Context: an optimization exercise on an open-source flow, tuned for small area. The choices shown serve that exercise and are no tape-out recipe.
Function was checked by simulation only, so behaviour that the tests miss may differ from the original.
The clock port is modelled as an ideal driver, which makes a skipped or thinned clock tree look cheaper than it is; a real chip needs a root buffer or a tree.
Power figures rest on the tool's default switching activity, not on a simulated workload.

File: flow/design.v
`timescale 1 ns / 1 ps
module washingmachine_top (
	clk,
	rst_n,
	i_start_n,
	i_water_full_n,
	i_acc_n,
	o_state,
	o_index_n,
	o_seg_n,
	o_lsb
);
input clk, rst_n;
input i_start_n;
input i_acc_n;
input i_water_full_n;
output [5:0] o_state;
output [3:0] o_index_n;
output [7:0] o_seg_n;
output [6:0] o_lsb;
reg [1:0] r4;    
reg [1:0] r3;    
reg [2:0] r5;    
reg h24;
reg h240;
wire odd   = r4[0] ^ r4[1];
wire r4is3 = r4[1] & ~r4[0];
wire r5is0 = ~r5[2] & ~r5[0];
wire r5is4 = r5[2] & ~r5[1];
wire t12   = r4is3 & r3[1];           
wire t120  = t12 & h24 & r5is4;       
always @(posedge clk or negedge rst_n) begin
	if (!rst_n) begin
		r4 <= 2'b00;
		r3 <= 2'b00;
		r5 <= 3'b000;
		h24 <= 1'b0;
		h240 <= 1'b0;
	end else begin
		r4 <= {r4[0], ~r4[1]};
		r3 <= {r3[0], ~(r3[0] | r3[1])};
		r5 <= {r5[1], r5[0], ~(r5[2] | r5[1])};
		h24 <= h24 ^ t12;
		h240 <= h240 ^ t120;
	end
end
wire scan = odd & r5is0;
reg clk_reg, clk_reg_d;
always @(posedge clk) begin
	clk_reg <= i_acc_n ? h240 : h24;
	clk_reg_d <= clk_reg;
end
wire tick = clk_reg & ~clk_reg_d;
reg [2:0] st;       
reg [3:0] t;        
reg [3:0] s1;       
reg [2:0] s10;      
reg [3:0] m;        
reg [1:0] p;        
reg [3:0] number;   
wire s_idle = (~st[2] & ~st[1]);
wire s_water = (~st[2] & st[1] & ~st[0]);
wire s_rinse = (st[2] & st[1] & ~st[0]);
wire s_drain = (st[2] & ~st[1] & ~st[0]);
wire s_dry = (st[2] & ~st[1] & st[0]);
wire s_alert = (st[1] & st[0]);
wire run = (st[1] & st[0]) | (st[2]);
wire tw = (~st[2] & st[0]);
wire [2:0] st_nx;
assign st_nx[0] = (pend & ~st[1]) | (~st[2] & st[1] & st[0]) | (~pend & st[2] & st[0]);
assign st_nx[1] = (~pend & st[1]) | (pend & ~st[1] & st[0]) | (~pend & ~i_start_n & ~st[2]);
assign st_nx[2] = (~i_water_full_n & st[1] & ~st[0]) | (st[2] & ~st[1]) | (st[2] & ~st[0]);
wire t9 = (t[3] & t[0]);
wire pend = (t[3] & t[1]);
wire s19 = (s1[3] & s1[0]);
wire s105 = (s10[2] & s10[0]);
wire s10is3 = (s10[1] & s10[0]);
wire s10is1 = (~s10[2] & ~s10[1] & s10[0]);
wire m10 = (m[3] & m[2]);
wire m5 = (~m[3] & m[2] & ~m[1] & m[0]);
wire at_limit = (s_rinse & m10) | (s_drain & s10is3) | (s_dry & m5) | (s_alert & s10is1);
wire clr = ~run | (tick & at_limit);
wire c1 = tick & t9;
wire c2 = c1 & s19;
wire c3 = c2 & s105;
wire [3:0] t_nx;
assign t_nx[0] = (~at_limit & tick & run & ~t[0]) | (~tick & run & t[0]);
assign t_nx[1] = (at_limit & tick & run) | (tick & run & ~t[3] & ~t[1] & t[0]) | (run & ~t[3] & t[1] & ~t[0]) | (~tick & run & ~t[3] & t[1]);
assign t_nx[2] = (tick & run & ~t[2] & t[1] & t[0]) | (~tick & run & t[2]) | (run & t[2] & ~t[1]) | (run & t[2] & ~t[0]);
assign t_nx[3] = (at_limit & tick & run) | (run & t[3] & ~t[1] & ~t[0]) | (tick & run & t[2] & t[1] & t[0]) | (~tick & run & t[3] & ~t[1]);
wire [3:0] s1_nx;
assign s1_nx[0] = (c1 & ~clr & ~s1[0]) | (~c1 & ~clr & s1[0]);
assign s1_nx[1] = (c1 & ~clr & ~s1[3] & ~s1[1] & s1[0]) | (~c1 & ~clr & s1[1]) | (~clr & s1[1] & ~s1[0]);
assign s1_nx[2] = (c1 & ~clr & ~s1[2] & s1[1] & s1[0]) | (~c1 & ~clr & s1[2]) | (~clr & s1[2] & ~s1[1]) | (~clr & s1[2] & ~s1[0]);
assign s1_nx[3] = (~c1 & ~clr & s1[3]) | (~clr & s1[3] & ~s1[0]) | (c1 & ~clr & s1[2] & s1[1] & s1[0]);
wire [2:0] s10_nx;
assign s10_nx[0] = (c2 & ~clr & ~s10[0]) | (~c2 & ~clr & s10[0]);
assign s10_nx[1] = (~clr & s10[1] & ~s10[0]) | (c2 & ~clr & ~s10[2] & ~s10[1] & s10[0]) | (~c2 & ~clr & s10[1]);
assign s10_nx[2] = (~clr & s10[2] & ~s10[0]) | (c2 & ~clr & s10[1] & s10[0]) | (~c2 & ~clr & s10[2]);
wire [3:0] m_nx;
assign m_nx[0] = (c3 & ~clr & ~m[0]) | (~c3 & ~clr & m[0]) | (c3 & ~clr & m[3] & ~m[2]);
assign m_nx[1] = (c3 & ~clr & ~m[3] & ~m[1] & m[0]) | (~c3 & ~clr & m[1]) | (~clr & m[1] & ~m[0]);
assign m_nx[2] = (c3 & ~clr & ~m[2] & m[1] & m[0]) | (~c3 & ~clr & m[2]) | (c3 & ~clr & m[3] & ~m[2] & m[0]) | (~clr & ~m[3] & m[2] & ~m[1]) | (~clr & m[2] & ~m[0]);
assign m_nx[3] = (c3 & ~clr & m[2] & m[1] & m[0]) | (~clr & m[3] & ~m[2]) | (~c3 & ~clr & m[3]);
wire [3:0] d_s10;
assign d_s10[0] = (s10[0]);
assign d_s10[1] = (s10[1]);
assign d_s10[2] = (s10[2]);
assign d_s10[3] = 1'b0;
wire [3:0] d_m0;
assign d_m0[0] = (~m[3] & m[0]) | (~m[2] & m[0]);
assign d_m0[1] = (m[1]);
assign d_m0[2] = (~m[3] & m[2]);
assign d_m0[3] = (m[3] & ~m[2]);
wire [3:0] d_m1;
assign d_m1[0] = (m[3] & m[2]);
assign d_m1[1] = 1'b0;
assign d_m1[2] = 1'b0;
assign d_m1[3] = 1'b0;
wire started = (~number[3]) | (~number[1]);
wire [1:0] pn = started ? {p[0], ~p[1]} : 2'b00;
wire [1:0] p_nx;
assign p_nx[0] = (~scan & p[0]) | (started & scan & ~p[1]);
assign p_nx[1] = (~scan & p[1]) | (started & scan & p[0]);
wire [3:0] index = {4{started}} & {p == 2'b10, p == 2'b11, p == 2'b01, p == 2'b00};
wire [3:0] num_nx = (pn == 2'b00) ? s1 : (pn == 2'b01) ? d_s10 : (pn == 2'b11) ? d_m0 : d_m1;
wire [6:0] seg_t;
assign seg_t[0] = (t[2] & ~t[1]) | (t[3] & ~t[1]) | (~t[3] & ~t[2] & t[1]) | (t[2] & ~t[0]);
assign seg_t[1] = (~t[1] & ~t[0]) | (t[3]) | (t[2] & ~t[1]) | (t[2] & ~t[0]);
assign seg_t[2] = (~t[2] & ~t[0]) | (t[1] & ~t[0]);
assign seg_t[3] = (~t[2] & ~t[0]) | (t[3]) | (~t[2] & t[1]) | (t[2] & ~t[1] & t[0]) | (t[1] & ~t[0]);
assign seg_t[4] = (~t[1]) | (t[3]) | (t[0]) | (t[2]);
assign seg_t[5] = (~t[2]) | (~t[1] & ~t[0]) | (t[1] & t[0]);
assign seg_t[6] = (~t[2] & ~t[0]) | (t[1]) | (t[3]) | (t[2] & t[0]);
wire [6:0] seg_n;
assign seg_n[0] = (number[2] & ~number[1]) | (number[3] & ~number[1]) | (~number[3] & ~number[2] & number[1]) | (number[2] & ~number[0]);
assign seg_n[1] = (~number[1] & ~number[0]) | (number[3]) | (number[2] & ~number[1]) | (number[2] & ~number[0]);
assign seg_n[2] = (~number[2] & ~number[0]) | (number[1] & ~number[0]);
assign seg_n[3] = (~number[2] & ~number[0]) | (number[3]) | (~number[2] & number[1]) | (number[2] & ~number[1] & number[0]) | (number[1] & ~number[0]);
assign seg_n[4] = (~number[1]) | (number[3]) | (number[0]) | (number[2]);
assign seg_n[5] = (~number[2]) | (~number[1] & ~number[0]) | (number[1] & number[0]);
assign seg_n[6] = (~number[2] & ~number[0]) | (number[1]) | (number[3]) | (number[2] & number[0]);
always @(posedge clk or negedge rst_n) begin
	if (!rst_n) begin
		st <= 3'd0;
		t <= 4'd0;
		number <= 4'd10;
	end else begin
		st <= st_nx;
		t <= t_nx;
		if (scan)
			number <= num_nx;
	end
end
always @(posedge clk)
	p <= p_nx;
always @(posedge clk) begin
	s1 <= s1_nx;
	s10 <= s10_nx;
	m <= m_nx;
end
assign o_state = ~{s_alert, s_dry, s_drain, s_rinse, s_water, s_idle};
assign o_index_n = ~index;
assign o_lsb = ~seg_t;
assign o_seg_n = ~{seg_n, index[0] & (~tw | h240)};
endmodule
File: flow/flow/run.sh
#!/bin/bash
# Own layout flow: the standard layout (standard.sh) with these changes:
#  - synthesis runs flow/synth.tcl: the standard synthesis script with
#    area-oriented abc scripts (flow/abc_*.abc, the smallest result is kept)
#    and no half/full adder cell extraction (registers, their names and cell
#    types are unchanged);
#  - port buffers are the smallest buffer cell (buf_1);
set -euo pipefail
W=$(pwd)
CTS_ARGS=$(cat flow/cts_args)
sed -e "s#SYNTH_SCRIPT=[^ ]*synth_recipe.tcl#SYNTH_SCRIPT=$W/flow/synth.tcl 'BUFFER_PORTS_ARGS=-buffer_cell sky130_fd_sc_hd__buf_1' 'CTS_ARGS=$CTS_ARGS' POST_CTS_TCL=$W/flow/post_cts.tcl#" standard.sh > own_standard.sh
grep -q "SYNTH_SCRIPT=$W/flow/synth.tcl" own_standard.sh
bash own_standard.sh > own_flow.log 2>&1
File: flow/flow/abc_c2s1.abc
strash
&get -n
&deepsyn -T 60 -S 1
&dch -f
&nf -a -R 1000
&put
topo
File: flow/flow/abc_c2s2.abc
strash
&get -n
&deepsyn -T 60 -S 2
&dch -f
&nf -a -R 1000
&put
topo
File: flow/flow/abc_c2s3.abc
strash
&get -n
&deepsyn -T 60 -S 3
&dch -f
&nf -a -R 1000
&put
topo
File: flow/flow/abc_c2s4.abc
strash
&get -n
&deepsyn -T 60 -S 4
&dch -f
&nf -a -R 1000
&put
topo
File: flow/flow/abc_d3s1.abc
strash
&get -n
&deepsyn -T 60 -S 1
&dch -f
&nf -a -R 1000
&put
strash
&get -n
&dch -f
&nf -a -R 1000
&put
topo
File: flow/flow/abc_d3s2.abc
strash
&get -n
&deepsyn -T 60 -S 2
&dch -f
&nf -a -R 1000
&put
strash
&get -n
&dch -f
&nf -a -R 1000
&put
topo
File: flow/flow/abc_d3s3.abc
strash
&get -n
&deepsyn -T 60 -S 3
&dch -f
&nf -a -R 1000
&put
strash
&get -n
&dch -f
&nf -a -R 1000
&put
topo
File: flow/flow/abc_d3s4.abc
strash
&get -n
&deepsyn -T 60 -S 4
&dch -f
&nf -a -R 1000
&put
strash
&get -n
&dch -f
&nf -a -R 1000
&put
topo
File: flow/flow/abc_d3s5.abc
strash
&get -n
&deepsyn -T 60 -S 5
&dch -f
&nf -a -R 1000
&put
strash
&get -n
&dch -f
&nf -a -R 1000
&put
topo
File: flow/flow/abc_d3s6.abc
strash
&get -n
&deepsyn -T 60 -S 6
&dch -f
&nf -a -R 1000
&put
strash
&get -n
&dch -f
&nf -a -R 1000
&put
topo
File: flow/flow/abc_d3s7.abc
strash
&get -n
&deepsyn -T 60 -S 7
&dch -f
&nf -a -R 1000
&put
strash
&get -n
&dch -f
&nf -a -R 1000
&put
topo
File: flow/flow/abc_d3s8.abc
strash
&get -n
&deepsyn -T 60 -S 8
&dch -f
&nf -a -R 1000
&put
strash
&get -n
&dch -f
&nf -a -R 1000
&put
topo
File: flow/flow/cts_args
-sink_clustering_enable -repair_clock_nets -buf_list sky130_fd_sc_hd__clkbuf_4 -dont_use_dummy_load
File: flow/flow/post_cts.tcl
set block [ord::get_db_block]
set root [$block findInst clkbuf_0_clk]
if {$root ne "NULL" && $root ne ""} {
  set in_net [[$root findITerm A] getNet]
  set out_net [[$root findITerm X] getNet]
  set loads {}
  foreach it [$out_net getITerms] {
    if {[[$it getInst] getName] ne [$root getName]} { lappend loads $it }
  }
  if {[llength $loads] <= 4 && [llength [$in_net getITerms]] == 1} {
    foreach it $loads { $it disconnect; $it connect $in_net }
    odb::dbInst_destroy $root
    odb::dbNet_destroy $out_net
    puts "own flow: removed clock root buffer, clock port drives [llength $loads] leaf buffers"
  } else {
    puts "own flow: clock root buffer kept ([llength $loads] loads)"
  }
}
File: flow/flow/synth.tcl
proc synth {args} { yosys synth -nofsm -noshare {*}$args }
proc extract_fa {args} { puts "own flow: extract_fa skipped, adders go to abc" }
set ::own_dir [file dirname [file normalize [info script]]]
proc own_area {libs} {
  set s [tee -q -s result.string stat {*}$libs]
  if {[regexp {Chip area for (?:module|top module) [^:]*:\s*([0-9.]+)} $s -> a]} { return $a }
  return 1e18
}
proc abc {args} {
  set i [lsearch -exact $args -script]
  set libs {}
  for {set j 0} {$j < [llength $args]} {incr j} {
    if {[lindex $args $j] eq "-liberty"} { lappend libs -liberty [lindex $args [expr {$j + 1}]] }
  }
  design -save own_pre_abc
  set best 1e18
  foreach script [lsort [glob [file join $::own_dir abc_*.abc]]] {
    design -load own_pre_abc
    set a2 [lreplace $args $i [expr {$i + 1}] -script $script]
    puts "own flow: abc $a2"
    yosys abc {*}$a2
    set a [own_area $libs]
    puts "own flow: [file tail $script] area $a"
    if {$a < $best} { set best $a; design -save own_best_abc }
  }
  design -load own_best_abc
  puts "own flow: kept abc result with area $best"
}
source $::env(SCRIPTS_DIR)/synth.tcl
# left out here: clear keep_hierarchy, flatten, clean up, hide names made inside functions, write 1_2_yosys.v
File: flow/standard.sh
#!/bin/bash
# synth_recipe.tcl (not shown) runs the flow's synth.tcl, then flattens the netlist and writes it again
# the make line also repeats each setting of config.mk as NAME=value (left out here)
make -C /OpenROAD-flow-scripts/flow DESIGN_CONFIG=/design/flow/config.mk WORK_HOME=/design/flow/orfs CLKGATE_MAP_FILE= SYNTH_SCRIPT=/design/flow/synth_recipe.tcl "${@:-finish}"
File: flow/config.mk
export PLATFORM = sky130hd
export DESIGN_NAME = washingmachine_top
export DESIGN_NICKNAME = washingmachine_top
export VERILOG_FILES = /design/flow/design.v
export SDC_FILE = /design/flow/constraint.sdc
export NUM_CORES = 4
export LEC_CHECK = 0
export CAP_MARGIN = 5
export CORE_MARGIN = 2
export CORE_UTILIZATION = 40
export GPL_TIMING_DRIVEN = 0
export PLACE_DENSITY = 0.85
export SLEW_MARGIN = 5
File: flow/constraint.sdc
create_clock -name core_clock -period 20.0 [get_ports {clk}]
set_input_delay 4.0000 -clock core_clock [delete_from_list [all_inputs] [get_ports {clk}]]
set_output_delay 4.0000 -clock core_clock [all_outputs]
set_load 0.01 [all_outputs]
==> implementation parameters <==
Parameter                              Value

Finish
  Most frequent cells in the layout ... 29 x buf_1, 27 x nor2_1, 18 x nand2_1, 18 x dfrtp_1
  Proportion of layout cells with a drive suffix above 1 ... 0.0284
  Most common library cell in the layout ignoring fill and taps ... buf_1
  Layout-stage area growth over the synthesis result ... 12.8%
  Nets ... 218
  Ant diodes ... 0

Worst setup path
  Slowest cell on the critical path ... dfstp_2
  Buf/Inv on CP ... 1
  Family with the most delay on the worst path ... compound AO/OA/AOI/OAI gates
  Worst Setup Path Type ... register to output port
  Cell-by-cell trace of the critical path ... a21oi_1 -> nor2b_1 -> o21ai_0 -> buf_1
  Worst R2R Start ... clk_reg$_DFF_P_
  Critical Path RT ... 16.00 ns
  Crit-path max FO ... 6
  Arrival time reported for the critical path endpoint ... 1.54 ns
  Endpoint type of the worst setup path ... output port
  Kind of start point of the critical path ... register
  Slowest Stage Delay on Critical Path ... 0.40 ns
  Worst setup path startpoint ... number[3]$_DFFE_PN1P_

Detailed routing
  DRC violation total after the first TritonRoute iteration ... 71
  Routed wire length ... 3190 um
  Antenna Violating Nets Remaining ... 0
  Total met3 wirelength after detailed routing ... 119 um
  Met2 Wirelength ... 1610 um
  Total number of vias ... 1347
  Average via count per standard cell ... 5.20
  Routed len/inst ... 12.3 um
  Number of optimization iterations in the first detailed-route pass ... 4
  Met1 Wirelength ... 1430 um
  Top metal layer carrying routed signals ... met4
  DRC ... 0

Global routing
  Number of antenna violations at the first check in global routing ... 0
  Global-route wire length before repair ... 5460 um
  Global Route Usage Sum ... 0.160
  Total congestion overflow after global routing ... 0
  Vias in the first global route ... 1323
  Maximum number of pins on one net before global-route repair ... 21

Floorplan
  Die Area ... 0.00441 mm2
  Floorplan die width ... 66.4 um
  Standard-cell row count ... 22
  Vert. Die Dim ... 66.4 um
  Core Box Area ... 0.00372 mm2
  IO Count ... 30
  Initial Utilization ... 0.419

Synth
  Post-synth design cell area ... 0.00156 mm2
  Ys Warns ... 1
  Count of unique library cells instantiated by Yosys ... 33
  Synthesized netlist cell count ... 178
  Share of the yosys chip area belonging to registers ... 0.516
  Post-synth net total ... 183
  Synthesized area divided by synthesized cell count ... 8.75 um2
  Yosys reg bits ... 35

Worst hold path
  Kind of path behind the tightest hold check ... register to register
  Worst hold start ... clk_reg$_DFF_P_

STA
  Final period util ... 0.277
  Final Setup Violations ... 0
  Number of endpoints with negative hold slack in the final report ... 0
  Setup repair after global routing missed its margin ... no
  Clock period minus worst slack ... 5.54 ns
  Total negative setup slack ... 0 ns
  Highest Clock Rate ... 0.181 GHz
  Slew Limit Fails ... 0
  Headroom to the max-slew limit ... 0.303
  Measured slew at the worst slew-check pin ... 1.04 ns
  Layout Skew ... 0.0139 ns

Flow run
  Max-cap violation count ... 0

Power and ir drop
  Leakage component of the power ... 0.685 nW
  Worst ir drop on vdd ... 66.5 uV
  Power density over cell area ... 98.1 mW/mm2
  Final total power ... 0.000172 W

Clock network
  Number of sinks handled by clock tree synthesis ... 35
  Clock latency on the worst-skew pair ... 0.16 ns
  Clock edge transition at the registers on the reported setup and hold paths ... 0.10 ns

Place
  DP Wirelength ... 2360 um
  RePlAce Congestion ... 0.849
  Number of I/O port buffers ... 29

Run status
  Run status ... no timing/DRC/antenna violations
[kinds of logic after synthesis]
| kind of cell | after synthesis | synth area share |
|---|---|---|
| XOR/XNOR | 3 | 0.0169 |
| AND/OR/NAND/NOR | 83 | 0.257 |
| flip-flops | 35 | 0.516 |
| AO/OA/AOI/OAI | 47 | 0.177 |
| buffers and inverters | 8 | 0.0193 |
| multiplexers | 2 | 0.0145 |
[synthesized netlist by cell type (all sizes together)]
library cell   n  area share
nor2          27       0.065
dfrtp         18        0.29
nand2         18       0.043
o21ai         16       0.051
a21oi         15       0.048
dfxtp         15        0.19
nor3          10       0.032
clkinv         8       0.019
a22oi          4       0.019
nor2b          4       0.016
a21o           3       0.014
and3           3       0.012
nand2b         3       0.012
nand3          3      0.0096
a21boi         2      0.0096
and2           2      0.0080
dfstp          2       0.034
mux2           2       0.014
nand3b         2      0.0096
nand4          2      0.0080
nor3b          2      0.0096
nor4           2      0.0080
nor4b          2       0.011
o22ai          2      0.0080
or2            2      0.0080
xnor2          2       0.011
a211o          1      0.0056
a211oi         1      0.0048
a221o          1      0.0064
a31oi          1      0.0040
o21a           1      0.0048
or3            1      0.0040
xor2           1      0.0056
[power by group]
| group | total, W | leakage [nW] | switching (W) | internal [W] |
|---|---|---|---|---|
| logic | 0.0000549 | 0.302 | 0.0000342 | 0.0000206 |
| clock network | 0.0000262 | 0.0184 | 0.0000167 | 0.00000957 |
| registers | 0.0000912 | 0.365 | 0.0000135 | 0.0000777 |
[path summary, 6_finish.rpt]
kind | cells past startpoint | slack, ns | to
worst max-delay path | 4 | 14.46 | o_seg_n[0]
worst min-delay path | 0 | 0.35 | clk_reg_d$_DFF_P_
max in group asynchronous | 1 | 15.37 | number[0]$_DFFE_PN0P_
worst min register to register | 0 | 0.35 | clk_reg_d$_DFF_P_
min in group asynchronous | 1 | 3.99 | r5[2]$_DFF_PN0_
worst max register to register | 9 | 17.65 | m[2]$_DFF_P_
[metal layers]
| metal | vias to the layer above | track usage |
|---|---|---|
| met5 | - | 0 |
| met4 | 0 | 0.0765 |
| met3 | 2 | 0.0273 |
| met2 | 25 | 0.279 |
| met1 | 628 | 0.189 |
| li1 | 692 | - |
[layout make-up]
cell class              instances  area, um2
flip-flops and latches         35        803
fillers                       366       1960
inverters                       8       30.0
repair buffers                 29        109
multi-input cells             135        724
clock buffers                   4       30.0
well taps                      48       60.1
[through the flow]
stage | hold WS, ns | instance area [um2] | util | instances | setup WS (ns)
after global routing | 0.366 | 1760 | 0.473 | 259 | 14.25
after global placement | 0.329 | 1730 | 0.465 | 255 | 14.70
after floorplan | 0.324 | 1560 | - | 178 | 14.64
after detailed placement | 0.335 | 1730 | 0.465 | 255 | 14.66
final | 0.353 | 1760 | 0.473 | 259 | 14.46

-- static timing again, ports no longer ideal --
In the flow no input, the clock included, has a driving cell. The finished layout below was timed again as built, in two steps.
Step 1, drivers: a clkbuf_16 drives clk and a buf_2 each remaining input, both assumed.
Step 2 times the ports against the registers' clock, not the clock port: input delays grow and output delays shrink by t, the midpoint of the rising clock arrivals with the driver on.
Slacks: no drivers / after step 1 / after step 2; pairs: no drivers / after step 1.
t (ns): 0.192
setup WS [ns]: 14.463 / 14.423 / 14.615
clock arrival spread, ns: 0.014 / 0.014
slew at the worst register clock pin (ns): 0.10 / 0.10
After both steps setup and hold are still met in this run. For this run, drivers alone change the setup slack by -0.040 ns; drivers and shift together by +0.152 ns.
